Context: an optimization exercise on an open-source flow, tuned for small area and a short achievable clock period. The choices shown serve that exercise and are no tape-out recipe. In this exercise RTL edits were held to simulation tests only and were not proved equivalent to the original. Power figures rest on the tool's default switching activity, not on a simulated workload.

**flow/config.mk**
```make
export PLATFORM = sky130hd
export DESIGN_NAME = pipecpu
export DESIGN_NICKNAME = pipecpu
export VERILOG_FILES = /design/flow/design.v
export SDC_FILE = /design/flow/constraint.sdc
export NUM_CORES = 8
export LEC_CHECK = 0
export CAP_MARGIN = 20
export CORE_MARGIN = 2
export CORE_UTILIZATION = 40
export SLEW_MARGIN = 20
```
**flow/run.sh**
```bash
#!/bin/bash
# synth_recipe.tcl (not shown) runs the flow's synth.tcl, then flattens the netlist and writes it again
# the make line also repeats each setting of config.mk as NAME=value (left out here)
make -C /OpenROAD-flow-scripts/flow DESIGN_CONFIG=/design/flow/config.mk WORK_HOME=/design/flow/orfs CLKGATE_MAP_FILE= SYNTH_SCRIPT=/design/flow/synth_recipe.tcl finish
```
**flow/design.v**
```verilog
module alu(A, B, ALUOp, C, Zero);
   input  signed [31:0] A, B;
   input         [3:0]  ALUOp;
   output signed [31:0] C;
   output Zero;
   reg signed [31:0] C;
   integer    i;
   always @( * ) begin
      case ( ALUOp )
          4'b0000:  C = A;                           
          4'b0001:  C = A + B;                       
          4'b0010:  C = A - B;                       
          4'b0011:  C = A & B;                       
          4'b0100:   C = A | B;                       
          4'b0101:  C = (A < B) ? 32'd1 : 32'd0;     
          4'b0110: C = ({1'b0, A} < {1'b0, B}) ? 32'd1 : 32'd0;
	      4'b0111:  C = ~(A | B);
	      4'b1000:  C = B << A[4:0];                      
	      4'b1001:  C = B >> A[4:0];                      
	      4'b1010:  C = B >>> A[4:0];                     
	      4'b1011: C = B << A[4:0];                      
	      4'b1100: C = B >> A[4:0];                      
	      4'b1101: C = B << 16;                    
          4'b1110:  C = A ^ B;                       
          default:   C = A;                           
      endcase
   end  
   assign Zero = (C == 32'b0);
endmodule
module dffe32(d, clk, clrn, e, q);
	input [31:0] d;
	input        clk, clrn, e;
	output [31:0] q;
	reg [31:0] q;
	always @(posedge clk or posedge clrn) begin
		if (clrn) begin
				q <= 0;
		end
		else begin
		if(e) 
			q <= d;
		end
	end
endmodule
module mux2x32(a0, a1, s, y);
	input [31:0] a0, a1;
	input        s;
	output [31:0] y;
	assign y = s ? a1:a0;
endmodule
module mux2x5(a0, a1, s, y);
	input [4:0] a0, a1;
	input       s;
	output [4:0] y;
	assign y = s ? a1:a0;
endmodule
module mux4x32(a0, a1, a2, a3, s, y);
	input [31:0] a0, a1, a2, a3;
	input [1:0]  s;
	output [31:0] y;
	function [31:0] select;
		input [31:0] a0,a1,a2,a3;
		input [1:0]  s;
		case(s)
			2'b00:select=a0;
			2'b01:select=a1;
			2'b10:select=a2;
			2'b11:select=a3;
		endcase
	endfunction
	assign y = select(a0, a1, a2, a3, s);
endmodule
module regfile(rna, rnb, d, wn, we, clk, clrn, qa, qb);
	input [4:0] rna, rnb, wn;
	input [31:0] d;
	input        we, clk, clrn;
	output [31:0] qa, qb;
	reg [31:0] register [1:31];
	assign qa = (rna == 0) ? 0:register[rna];
	assign qb = (rnb == 0) ? 0:register[rnb];
	integer i;
	always @(negedge clk or posedge clrn) begin
		if(clrn) begin
			for(i = 1; i <32; i = i + 1)
				register[i] <= 0;
		end else if((wn != 0) && we)
			register[wn] <= d;
	end
endmodule
module pipepc(npc, wpc, clk, clrn, pc);
	input [31:0] npc;
	input        wpc, clrn, clk;
	output [31:0] pc;
	dffe32 program_counter(npc, clk, clrn, wpc, pc);
endmodule
module pipeif(pcsource, ins, pc, bpc, rpc, jpc, npc, pc4, inst);
	input [31:0] pc, bpc, rpc, jpc;   
	input [1:0] pcsource;             
	input [31:0] ins;                 
	output [31:0] npc, pc4, inst;     
	assign pc4 = pc + 4;
	assign inst = ins;               
	mux4x32 next_pc(pc4, bpc, rpc, jpc, pcsource, npc);
endmodule
module pipeir(pc4, inst, wir, clk, clrn, dpc4, dinst);
	input [31:0] pc4,  inst;    
	input        wir, clk, clrn;
	output [31:0] dpc4, dinst;   
	dffe32 pc_plus4(pc4, clk, clrn, wir, dpc4);
	dffe32 instruction (inst, clk, clrn, wir, dinst);
endmodule
module pipeidcu (mwreg, mrn, ern, ewreg, em2reg, mm2reg, rsrtequ, func, op, rs, rt, wreg, m2reg, 
	wmem, aluc, regrt, aluimm, fwda, fwdb, nostall, sext, pcsource, shift, jal);
	input mwreg, ewreg, em2reg, mm2reg, rsrtequ;
	input [4:0] mrn, ern, rs, rt;
	input [5:0] func, op;
	output     wreg, m2reg, wmem, regrt, aluimm, sext, shift, jal;
	output [3:0] aluc;
	output [1:0] pcsource;
	output [1:0] fwda, fwdb;
	output nostall;
	reg [1:0] fwda, fwdb;
   wire r_type  = ~|op;
   wire i_add  = r_type& func[5]&~func[4]&~func[3]&~func[2]&~func[1]&~func[0];  
   wire i_sub  = r_type& func[5]&~func[4]&~func[3]&~func[2]& func[1]&~func[0];  
   wire i_and  = r_type& func[5]&~func[4]&~func[3]& func[2]&~func[1]&~func[0];  
   wire i_or   = r_type& func[5]&~func[4]&~func[3]& func[2]&~func[1]& func[0];  
   wire i_xor  = r_type& func[5]&~func[4]&~func[3]& func[2]& func[1]&~func[0];
   wire i_slt  = r_type& func[5]&~func[4]& func[3]&~func[2]& func[1]&~func[0];  
   wire i_jr   = r_type&~func[5]&~func[4]& func[3]&~func[2]&~func[1]&~func[0];  
   wire i_nor  = r_type& func[5]&~func[4]&~func[3]& func[2]& func[1]& func[0];  
   wire i_sll  = r_type&~func[5]&~func[4]&~func[3]&~func[2]&~func[1]&~func[0];  
   wire i_srl  = r_type&~func[5]&~func[4]&~func[3]&~func[2]& func[1]&~func[0];  
   wire i_sra  = r_type&~func[5]&~func[4]&~func[3]&~func[2]& func[1]& func[0];  
   wire i_sllv = r_type&~func[5]&~func[4]&~func[3]& func[2]&~func[1]&~func[0];  
   wire i_srlv = r_type&~func[5]&~func[4]&~func[3]& func[2]& func[1]&~func[0];  
   wire i_addi = ~op[5]&~op[4]& op[3]&~op[2]&~op[1]&~op[0];  
   wire i_ori  = ~op[5]&~op[4]& op[3]& op[2]&~op[1]& op[0];  
   wire i_xori = ~op[5]&~op[4]& op[3]& op[2]& op[1]&~op[0]; 
   wire i_lw   =  op[5]&~op[4]&~op[3]&~op[2]& op[1]& op[0];  
   wire i_sw   =  op[5]&~op[4]& op[3]&~op[2]& op[1]& op[0];  
   wire i_beq  = ~op[5]&~op[4]&~op[3]& op[2]&~op[1]&~op[0];  
   wire i_bne  = ~op[5]&~op[4]&~op[3]& op[2]&~op[1]& op[0];  
   wire i_lui  = ~op[5]&~op[4]& op[3]& op[2]& op[1]& op[0];  
   wire i_andi = ~op[5]&~op[4]& op[3]& op[2]&~op[1]&~op[0];  
   wire i_j    = ~op[5]&~op[4]&~op[3]&~op[2]& op[1]&~op[0];   
   wire i_jal  = ~op[5]&~op[4]&~op[3]&~op[2]& op[1]& op[0];   
	wire i_rs = i_add | i_sub | i_and | i_or | i_xor | i_jr | i_addi | i_andi | i_ori | i_xori | i_lw | i_sw | i_beq | i_bne | i_nor | i_slt | i_sllv | i_srlv;
	wire i_rt = i_add | i_sub | i_and | i_or | i_xor | i_sll | i_sllv | i_srl | i_srlv | i_sra | i_sw | i_beq | i_bne | i_nor | i_slt;
	assign nostall = ~(ewreg & em2reg & (ern != 0) & (i_rs & (ern == rs) | i_rt & (ern == rt)));
	always @(ewreg or mwreg or ern or mrn or em2reg or mm2reg or mm2reg or rs or rt)
	begin
		fwda = 2'b00;
		if(ewreg & (ern != 0) & (ern == rs) & ~em2reg)
		begin
			fwda = 2'b01;
		end else begin
			if(mwreg & (mrn != 0) & (mrn == rs) & ~mm2reg)
			begin
				fwda = 2'b10;
			end else begin
				if(mwreg & (mrn != 0) & (mrn == rs) & mm2reg) begin
					fwda = 2'b11;
				end
			end
		end
	fwdb = 2'b00;
	if(ewreg & (ern != 0) & (ern == rt) & ~em2reg)begin
		fwdb = 2'b01;
	end else begin
		if(mwreg & (mrn != 0) & (mrn == rt) & ~mm2reg)begin
			fwdb = 2'b10;
		end else begin
			if(mwreg & (mrn != 0) & (mrn == rt) & mm2reg)begin
				fwdb = 2'b11;
			end
		end
	end
end
	assign wreg = (i_add | i_sub | i_and | i_or | i_xor | i_sll | i_sllv | i_srlv | i_nor | i_slt| i_srl | i_sra | i_addi | i_andi | i_ori | i_xori | i_lw | i_lw | i_lui | i_jal) & nostall;
	assign regrt = i_addi | i_andi | i_ori | i_xori | i_lw | i_lui;
	assign jal = i_jal;	
	assign m2reg = i_lw;
	assign shift = i_sll | i_srl | i_sra ;
	assign aluimm = i_addi | i_lw | i_sw | i_beq | i_bne | i_lui | i_ori | i_andi | i_xori;
	assign sext = i_addi | i_lw | i_sw | i_beq | i_bne;
    assign aluc[0] = i_add | i_lw | i_sw | i_addi | i_and   | i_srl  |i_lui | i_andi | i_sllv | i_nor | i_slt;
    assign aluc[1] = i_sub | i_beq | i_and | i_bne | i_sra  | i_andi | i_sllv | i_nor | i_xor | i_xori;
    assign aluc[2] = i_or | i_ori   | i_lui | i_srlv | i_nor | i_slt | i_xor | i_xori;
    assign aluc[3] = i_sll | i_sra | i_srl | i_lui | i_sllv | i_srlv | i_xor | i_xori;
	assign wmem = i_sw & nostall;
	assign pcsource[1] = i_jr | i_j | i_jal;
	assign pcsource[0] = i_beq & rsrtequ | i_bne & ~rsrtequ | i_j | i_jal;
endmodule
module pipeid(mwreg, mrn, ern, ewreg, em2reg, mm2reg, dpc4, dinst, wrn, wdi, ealu, malu, mmo, wwreg, clk, 
clrn, bpc, jpc, pcsource, nostall, wreg, m2reg, wmem, aluc, aluimm, a,b,imm, rn, shift, jal);
	input [31:0] dpc4, dinst, wdi, ealu, malu, mmo;   
	input [4:0]  ern, mrn, wrn;
	input        mwreg, ewreg, em2reg, mm2reg, wwreg;
	input        clk, clrn;
	output [31:0] bpc, jpc, a, b, imm;
	output [4:0]  rn;
	output [3:0]  aluc;
	output [1:0]  pcsource;
	output nostall, wreg, m2reg, wmem, aluimm, shift, jal;
	wire [5:0] op, func;
	wire [4:0] rs, rt, rd;
	wire [31:0] qa, qb, br_offset;
	wire [15:0] ext16;
	wire [1:0]  fwda, fwdb;
	wire        regrt, sext, rsrtequ,e;
	assign func = dinst[5:0];
	assign op = dinst[31:26];
	assign rs = dinst[25:21];
	assign rt = dinst[20:16];
	assign rd = dinst[15:11];
	assign jpc = {dpc4[31:28], dinst[25:0], 2'b00};
	pipeidcu cu(mwreg, mrn, ern, ewreg, em2reg, mm2reg, rsrtequ, func, op, rs, rt, wreg, m2reg, wmem, aluc,
		regrt, aluimm, fwda, fwdb, nostall, sext, pcsource, shift, jal);
	regfile rf(rs,rt, wdi, wrn, wwreg, clk, clrn, qa, qb);
	mux2x5 des_reg_no(rd, rt, regrt, rn);
	mux4x32 alu_a(qa, ealu, malu, mmo, fwda, a);
	mux4x32 alu_b(qb, ealu, malu, mmo, fwdb, b);
	assign rsrtequ = ~|(a^b);                     
	assign e = sext & dinst[15];
	assign ext16 = {16{e}};
	assign imm = {ext16, dinst[15:0]};
	assign br_offset = {imm[29:0], 2'b00};
	assign bpc = dpc4 + br_offset;
endmodule
module pipedereg(dwreg, dm2reg, dwmem, daluc, daluimm, da, db, dimm, drn, dshift, djal, dpc4, clk, clrn, 
                 ewreg,em2reg ,ewmem, ealuc, ealuimm, ea, eb, eimm, ern, eshift, ejal, epc4);
	input [31:0] da, db, dimm, dpc4;
	input [4:0] drn;
	input [3:0]  daluc;
	input        dwreg, dm2reg, dwmem, daluimm, dshift, djal;
	input        clk, clrn;
	output [31:0] ea, eb, eimm, epc4;
	output [4:0]  ern;
	output [3:0]  ealuc;
	output        ewreg, em2reg, ewmem, ealuimm, eshift, ejal;
	reg [31:0]    ea, eb, eimm, epc4;
	reg [4:0]     ern;
	reg [3:0]     ealuc;
	reg	          ewreg, em2reg, ewmem, ealuimm, eshift, ejal;
	always @ (posedge clrn or posedge clk)begin
	if(clrn)
	begin
		ewreg <= 0;
		em2reg <= 0;
		ewmem <= 0;
		ealuc <= 0;
		ealuimm <= 0;
		ea <= 0;
		eb <= 0;
		eimm <= 0;
		ern <= 0;
		eshift <= 0;
		ejal <= 0;
		epc4 <= 0;
	end else begin
		ewreg <= dwreg;
		em2reg <= dm2reg;
		ewmem <= dwmem;
		ealuc <= daluc;
		ealuimm <= daluimm;
		ea <= da;
		eb <= db;
		eimm <= dimm;
		ern <= drn;
		eshift <= dshift;
		ejal <= djal;
		epc4 <= dpc4;
	end
	end
endmodule
module pipeexe(ealuc, ealuimm, ea, eb, eimm, eshift, ern0, epc4, ejal, ern, ealu);
	input [31:0] ea, eb, eimm, epc4;
	input [4:0]  ern0;
	input [3:0]  ealuc;
	input        ealuimm, eshift, ejal;
	output [31:0] ealu;
	output [4:0]  ern;
	wire [31:0] alua, alub, sa, ealu0, epc8;
	wire z;
	assign sa = {eimm[5:0], eimm[10:6]};            
	assign epc8 = epc4 + 4;
	mux2x32 alu_ina(ea, sa, eshift, alua);          
	mux2x32 alu_inb(eb, eimm, ealuimm, alub);       
	mux2x32 save_pc8(ealu0, epc8, ejal, ealu);
	assign ern = ern0 | {5{ejal}};
	alu al_unit(alua, alub, ealuc, ealu0, z);
endmodule
module pipeemreg(ewreg, em2reg, ewmem, ealu, eb, ern, clk, clrn, mwreg, 
	             mm2reg, mwmem, malu, mb, mrn);
	input [31:0] ealu, eb;
	input [4:0]  ern;
	input        ewreg, em2reg, ewmem;
	input        clk, clrn;
	output [31:0] malu, mb;
	output [4:0]  mrn;
	output        mwreg, mm2reg, mwmem;
	reg [31:0]    malu, mb;
	reg [4:0]     mrn;
	reg           mwreg, mm2reg, mwmem;
	always @(posedge clrn or posedge clk) begin
		if (clrn)begin
			mwreg <= 0;
			mm2reg <= 0;
			mwmem <= 0;
			malu <= 0;
			mb <= 0;
			mrn <= 0;
		end
		else  begin
			mwreg <= ewreg;
			mm2reg <= em2reg;
			mwmem <= ewmem;
			malu <= ealu;
			mb <= eb;
			mrn <= ern;
		end
	end
endmodule
module pipemwreg(mwreg, mm2reg, mmo, malu, mrn, clk, clrn,
				  wwreg, wm2reg, wmo, walu, wrn);
	input [31:0] mmo, malu;
	input [4:0] mrn;
	input       mwreg, mm2reg;
	input       clk, clrn;
	output [31:0] wmo, walu;
	output [4:0]  wrn;
	output        wwreg, wm2reg;
	reg [31:0] wmo, walu;
	reg [4:0]  wrn;
	reg        wwreg, wm2reg;
	always @(posedge clrn or posedge clk) begin
		if (clrn) begin
			wwreg <= 0;
			wm2reg <= 0;
			wmo <= 0;
			walu <= 0;
			wrn <= 0;
		end
		else   begin
			wwreg <= mwreg;
			wm2reg <= mm2reg;
			wmo <= mmo;
			walu <= malu;
			wrn <= mrn;
		end
	end
endmodule
module pipecpu(clk, rst, instr, readdata, PC, MemWrite, aluout, writedata);
   input      clk;           
   input      rst;           
   input [31:0]  instr;      
   input [31:0]  readdata;   
   output [31:0] PC;         
   output        MemWrite;   
   output [31:0] aluout;     
   output [31:0] writedata;  
   wire [31:0] dpc4, dinstr, da, db, dimm, ea, eb, eimm;
   wire [31:0] epc4,  wmo, wdi;
   wire       wpcir;         
   wire [1:0] pcsource;      
   wire [31:0] bpc;
   wire [31:0] jpc;
   wire [31:0] npc;
   wire [31:0] pc4;
   wire [31:0] dinst;
   wire [31:0]  walu;
   wire [31:0] ealu;
   wire dwreg, dm2reg, dwmem, daluimm, dshift, djal;
   wire ewreg, em2reg, ewmem, ealuimm, eshift, ejal;
   wire mwreg, mm2reg, mwmem;
   wire wwreg, wm2reg;
   wire [3:0] daluc, ealuc;
   wire [4:0] drn, ern0, ern, mrn, wrn;
   pipepc prog_cnt(  
   				.npc(npc),                
   				.wpc(wpcir),              
   				.clk(clk),              
   				.clrn(rst), 
   				.pc(PC)                  
   				);
   pipeif if_stage(
   		.pcsource(pcsource),          
   		.ins(instr),                  
   		.pc(PC),                      
   		.bpc(bpc),                    
   		.rpc(da),                    
   		.jpc(jpc),                    
   		.npc(npc),                    
   		.pc4(pc4),                    
   		.inst(dinst)                  
   		);
   pipeir inst_reg(
   		.pc4(pc4),                   
   		.inst(dinst),                
   		.wir(wpcir),                 
   		.clk(clk),
   		.clrn(rst),
   		.dpc4(dpc4),                 
   		.dinst(dinstr)                
   	);
   pipeid id_stage(
         .mwreg(mwreg),                 
         .mrn(mrn),                     
         .ern(ern),                    
         .ewreg(ewreg),                 
         .em2reg(em2reg),               
         .mm2reg(mm2reg),               
         .dpc4(dpc4),                   
         .dinst(dinstr),                
         .wrn(wrn),                     
         .wdi(wdi),                     
         .ealu(ealu),                  
         .malu(aluout),                 
         .mmo(readdata),                
         .wwreg(wwreg),
         .clk(clk),
         .clrn(rst),
         .bpc(bpc),
         .jpc(jpc),
         .pcsource(pcsource),
         .nostall(wpcir),
         .wreg(dwreg),
         .m2reg(dm2reg),
         .wmem(dwmem),
         .aluc(daluc),
         .aluimm(daluimm),
         .a(da),
         .b(db),
         .imm(dimm),
         .rn(drn),
         .shift(dshift),
         .jal(djal)
      );
      pipedereg de_reg(
            .dwreg(dwreg),
            .dm2reg(dm2reg),
            .dwmem(dwmem),
            .daluc(daluc),
            .daluimm(daluimm),
            .da(da),
            .db(db),
            .dimm(dimm),
            .drn(drn),
            .dshift(dshift),
            .djal(djal),
            .dpc4(dpc4),
            .clk(clk),
            .clrn(rst),
            .ewreg(ewreg),
            .em2reg(em2reg),
            .ewmem(ewmem),
            .ealuc(ealuc),
            .ealuimm(ealuimm),
            .ea(ea),
            .eb(eb),
            .eimm(eimm),
            .ern(ern0),
            .eshift(eshift),
            .ejal(ejal),
            .epc4(epc4)
         );
      pipeexe exe_stage(
            .ealuc(ealuc),
            .ealuimm(ealuimm),
            .ea(ea),
            .eb(eb),
            .eimm(eimm),
            .eshift(eshift),
            .ern0(ern0),
            .epc4(epc4),
            .ejal(ejal),
            .ern(ern),
            .ealu(ealu)
         );
      pipeemreg em_reg(
            .ewreg(ewreg),
            .em2reg(em2reg),
            .ewmem(ewmem),
            .ealu(ealu),
            .eb(eb),                    
            .ern(ern),
            .clk(clk),
            .clrn(rst),
            .mwreg(mwreg),
            .mm2reg(mm2reg),
            .mwmem(MemWrite),
            .malu(aluout),                 
            .mb(writedata),                
            .mrn(mrn)
         );
      pipemwreg mw_reg(
            .mwreg(mwreg),              
            .mm2reg(mm2reg),            
            .mmo(readdata),             
            .malu(aluout),       
            .mrn(mrn),                
            .clk(clk),
            .clrn(rst),
            .wwreg(wwreg),        
            .wm2reg(wm2reg),     
            .wmo(wmo),            
            .walu(walu),          
            .wrn(wrn)             
         );
      mux2x32 wb_stage(
            .a0(walu),
            .a1(wmo),
            .s(wm2reg),           
            .y(wdi)
         ); 
endmodule
```
**flow/constraint.sdc**
```tcl
create_clock -name core_clock -period 12.5 [get_ports {clk}]
set_input_delay 2.5000 -clock core_clock [delete_from_list [all_inputs] [get_ports {clk}]]
set_output_delay 2.5000 -clock core_clock [all_outputs]
set_load 0.01 [all_outputs]
```
==> results.txt <==
- Initial Util: 0.403
- CP Capture Type: register
- Cts hold-fix bufs: 0
- Overall Power: 14300 uW
- P_leak: 0.0367 uW
- Sequential share of the synthesized area: 0.448
- Post-synth EDFFs: 0
- Via count: 79500
- Post-DP HPWL: 287000 microns
- WL per Instance: 39.0 microns
- Number of synthesis warnings: 9
- Post-synth top area share: 0.327
- Power per standard cell area: 165 mW/mm^2
- Vias per inst: 7.11
- Post-route setup slack: 329 ps
- Hold_ws: 387 ps
- Post-Syn Area: 0.0759 sq mm
- Num rows: 159
- Synth Area per Inst: 8.77 sq um
- Pin count of the biggest net entering global routing: 159
- Worst VDD drop: 160 uV
- Commonest cells in the netlist: nor2_1 (993), dfrtn_1 (992), nand2_1 (968)
- End of the critical path: prog_cnt.program_counter.q[30]$_DFFE_PP0N_
- # Post-CTS Setup Buffers: 0
- Synth-to-Final Area Change: 14.0%
- Cells on worst reg2reg path: 19
- Skew final: 131 ps
- Reg-to-Reg End: prog_cnt.program_counter.q[30]$_DFFE_PP0N_
- Max Fanout on Critical Path: 53
- Initial DRC count: 14500
- Most common cell in the netlist: nor2_1
- Max-slew violations: 0
- Max-cap violation count: 0
- Placeable Area: 0.188 sq mm
- DIE HEIGHT: 440 microns
- Ys async rst share: 1.00
- Mapped Cells: 8660
- WP data arrival: 12900 ps
- Total Nets Final: 8733
- CTS sink count: 1359
- Util after Layout: 0.460
- DRC Markers: 0
- Vias in the first global route: 73500
- Final count of hold timing violations: 0
- Status: complete, no violations
- Max clock buf depth: 3
- Top_reg_cell synth: dfrtn_1
- Critical Path Start: id_stage.rf.register[25][9]$_DFFE_NP0P_
- Initial antenna violation count: 48
- Number of H-tree levels: 4
- Synth unique cells: 98
- CTS tree: yes
- Global route overflow: 0
- Clk root buf: clkbuf_16
- Post-CTS sizing: 0
- Total wire length: 436000 microns
- Largest area contributor in the netlist: dfrtn_1
- Clock transition at path regs: 60 ps
- Final setup fails: 0
- Worst r2r src: id_stage.rf.register[25][9]$_DFFE_NP0P_
- DRT Pass-1 Iters: 10
- DRT antenna net count: 0
- I/O Pins: 163
- CP startpoint kind: register
- Register bit count reported by yosys: 1359
- CTS buffer count: 152
- Slew @ Worst Pin: 1260 ps
- Layout cell share with drive strength beyond 1: 0.0986
- Hold Crit Class: register to register
- IO Port Bufs: 162
- Setup CP Type: register to register
- Worst slack at placement: 447 ps
- Worst EP required: 13230 ps
- Worst-Skew Late Latency: 860 ps
- Die ar.: 0.193 sq mm
- First-pass GRT wire length: 595000 microns
- Die Width: 440 microns
- Rel. slew slack: 0.159
- RSZ-0062 raised after global routing: false
- Synth top area cells: dfrtn_1 (33%), dfrtp_1 (12%), a22oi_1 (7.1%), a21oi_1 (5.5%), nor2_1 (4.9%)
- All-layer global routing usage: 0.439
- Placer Congestion: 1.03
- Flop2flop setup slack: 330 ps
- TNS Setup: 0 ps
- Mapped Nets: 8863
[cells in the final DEF, fill, tap and decap left out, drive strengths merged, types with 60 or more instances in the layout]
cell type      synthesis  layout
nor2                 993     993
dfrtn                992     992
nand2                968     968
a21oi                834     834
o21ai                720     720
a22oi                717     717
dfrtp                367     367
buf                  140     301
mux2i                233     233
clkbuf               610     226
clkdlybuf4s50          0     162
nand3                142     142
inv                  134     142
nand4                135     135
ha                   134     134
nor3                 124     124
a221oi               109     109
a22o                  90      90
nand2b                76      76
a211oi                72      72
nor4                  66      66
xnor2                 62      62
and3                  60      60
[worst min path at each step]
stage	start	end	slack (ps)	cells past startpoint
3_5_place_dp	de_reg.ewmem$_DFF_PP0_	em_reg.mwmem$_DFF_PP0_	360	0
2_1_floorplan	de_reg.ewmem$_DFF_PP0_	em_reg.mwmem$_DFF_PP0_	330	0
5_1_grt	de_reg.ewmem$_DFF_PP0_	em_reg.mwmem$_DFF_PP0_	380	0
4_1_cts	de_reg.ewmem$_DFF_PP0_	em_reg.mwmem$_DFF_PP0_	380	0
6_report	de_reg.ewmem$_DFF_PP0_	em_reg.mwmem$_DFF_PP0_	390	0
3_3_place_gp	de_reg.ewmem$_DFF_PP0_	em_reg.mwmem$_DFF_PP0_	370	0
[final cells by class]
cell class,instances,area (sq um)
sequential,1359,34000
timing repair buffer,466,4130
multi-input combinational,6414,39400
antenna,27,67.6
fill,18200,102000
clock inverter,61,796
clock buffer,223,4560
inverter,137,520
tap,2495,3120
[worst max-delay path, cell delays in order (launching register included)]
cell and delay [ps]:
dfrtn_1 360, a22oi_1 220, nand2_1 100, or4_1 470, nor4_1 590, buf_4 240, nor2_1 60, nor3_1 400
o211ai_1 160, o21a_1 180, a2111oi_0 470, nand4_1 250, nor4_2 590, buf_4 220, and4b_1 290, or3_2 150
buf_4 560, buf_4 250, nor3_1 50, nor4_1 280
[where the power goes]
part / internal, uW / leakage [uW] / switching (uW)
clock network: 2770 / 0.00263 / 2060
registers: 5050 / 0.0181 / 690
logic: 1230 / 0.0160 / 2500
total: 9050 / 0.0367 / 5260
[through the flow]
| step | instance area [sq um] | std cells |
|---|---|---|
| final | 86600 | 11200 |
| after global routing | 86500 | 11200 |
| after floorplan | 75900 | 8660 |
| after detailed placement | 81100 | 10900 |
| after global placement | 81000 | 10900 |
| after CTS | 86400 | 11200 |
[layer usage]
layer / track usage / vias to the layer above / part of all wire
met4: 0.289 / 46 / 0.084
met5: 0.00174 / - / 0.0011
met1: 0.580 / 39000 / 0.38
met2: 0.576 / 7068 / 0.38
met3: 0.187 / 1892 / 0.16
li1: - / 31500 / -
[registers in the layout, indices dropped and copies added (netlist names), 4 cells and up]
register	flops
inst_reg.pc_plus4.q	32
em_reg.mb	32
id_stage.rf.register	992
mw_reg.wmo	32
inst_reg.instruction.q	32
de_reg.ea	32
em_reg.mrn	5
de_reg.ealuc	4
de_reg.ern	5
de_reg.epc4	32
em_reg.malu	32
prog_cnt.program_counter.q	32
de_reg.eimm	17
de_reg.eb	32
mw_reg.wrn	5
mw_reg.walu	32
[cells by family after synthesis]
kind of cell | after synthesis | synth area share
AOI/OAI and AO/OA | 3111 | 0.266
xor gates and xnor gates | 110 | 0.0127
adders and majority gates | 137 | 0.0229
buffers and inverters | 887 | 0.0460
DFF | 1359 | 0.448
muxes | 279 | 0.0425
and+or+nand+nor | 2777 | 0.162
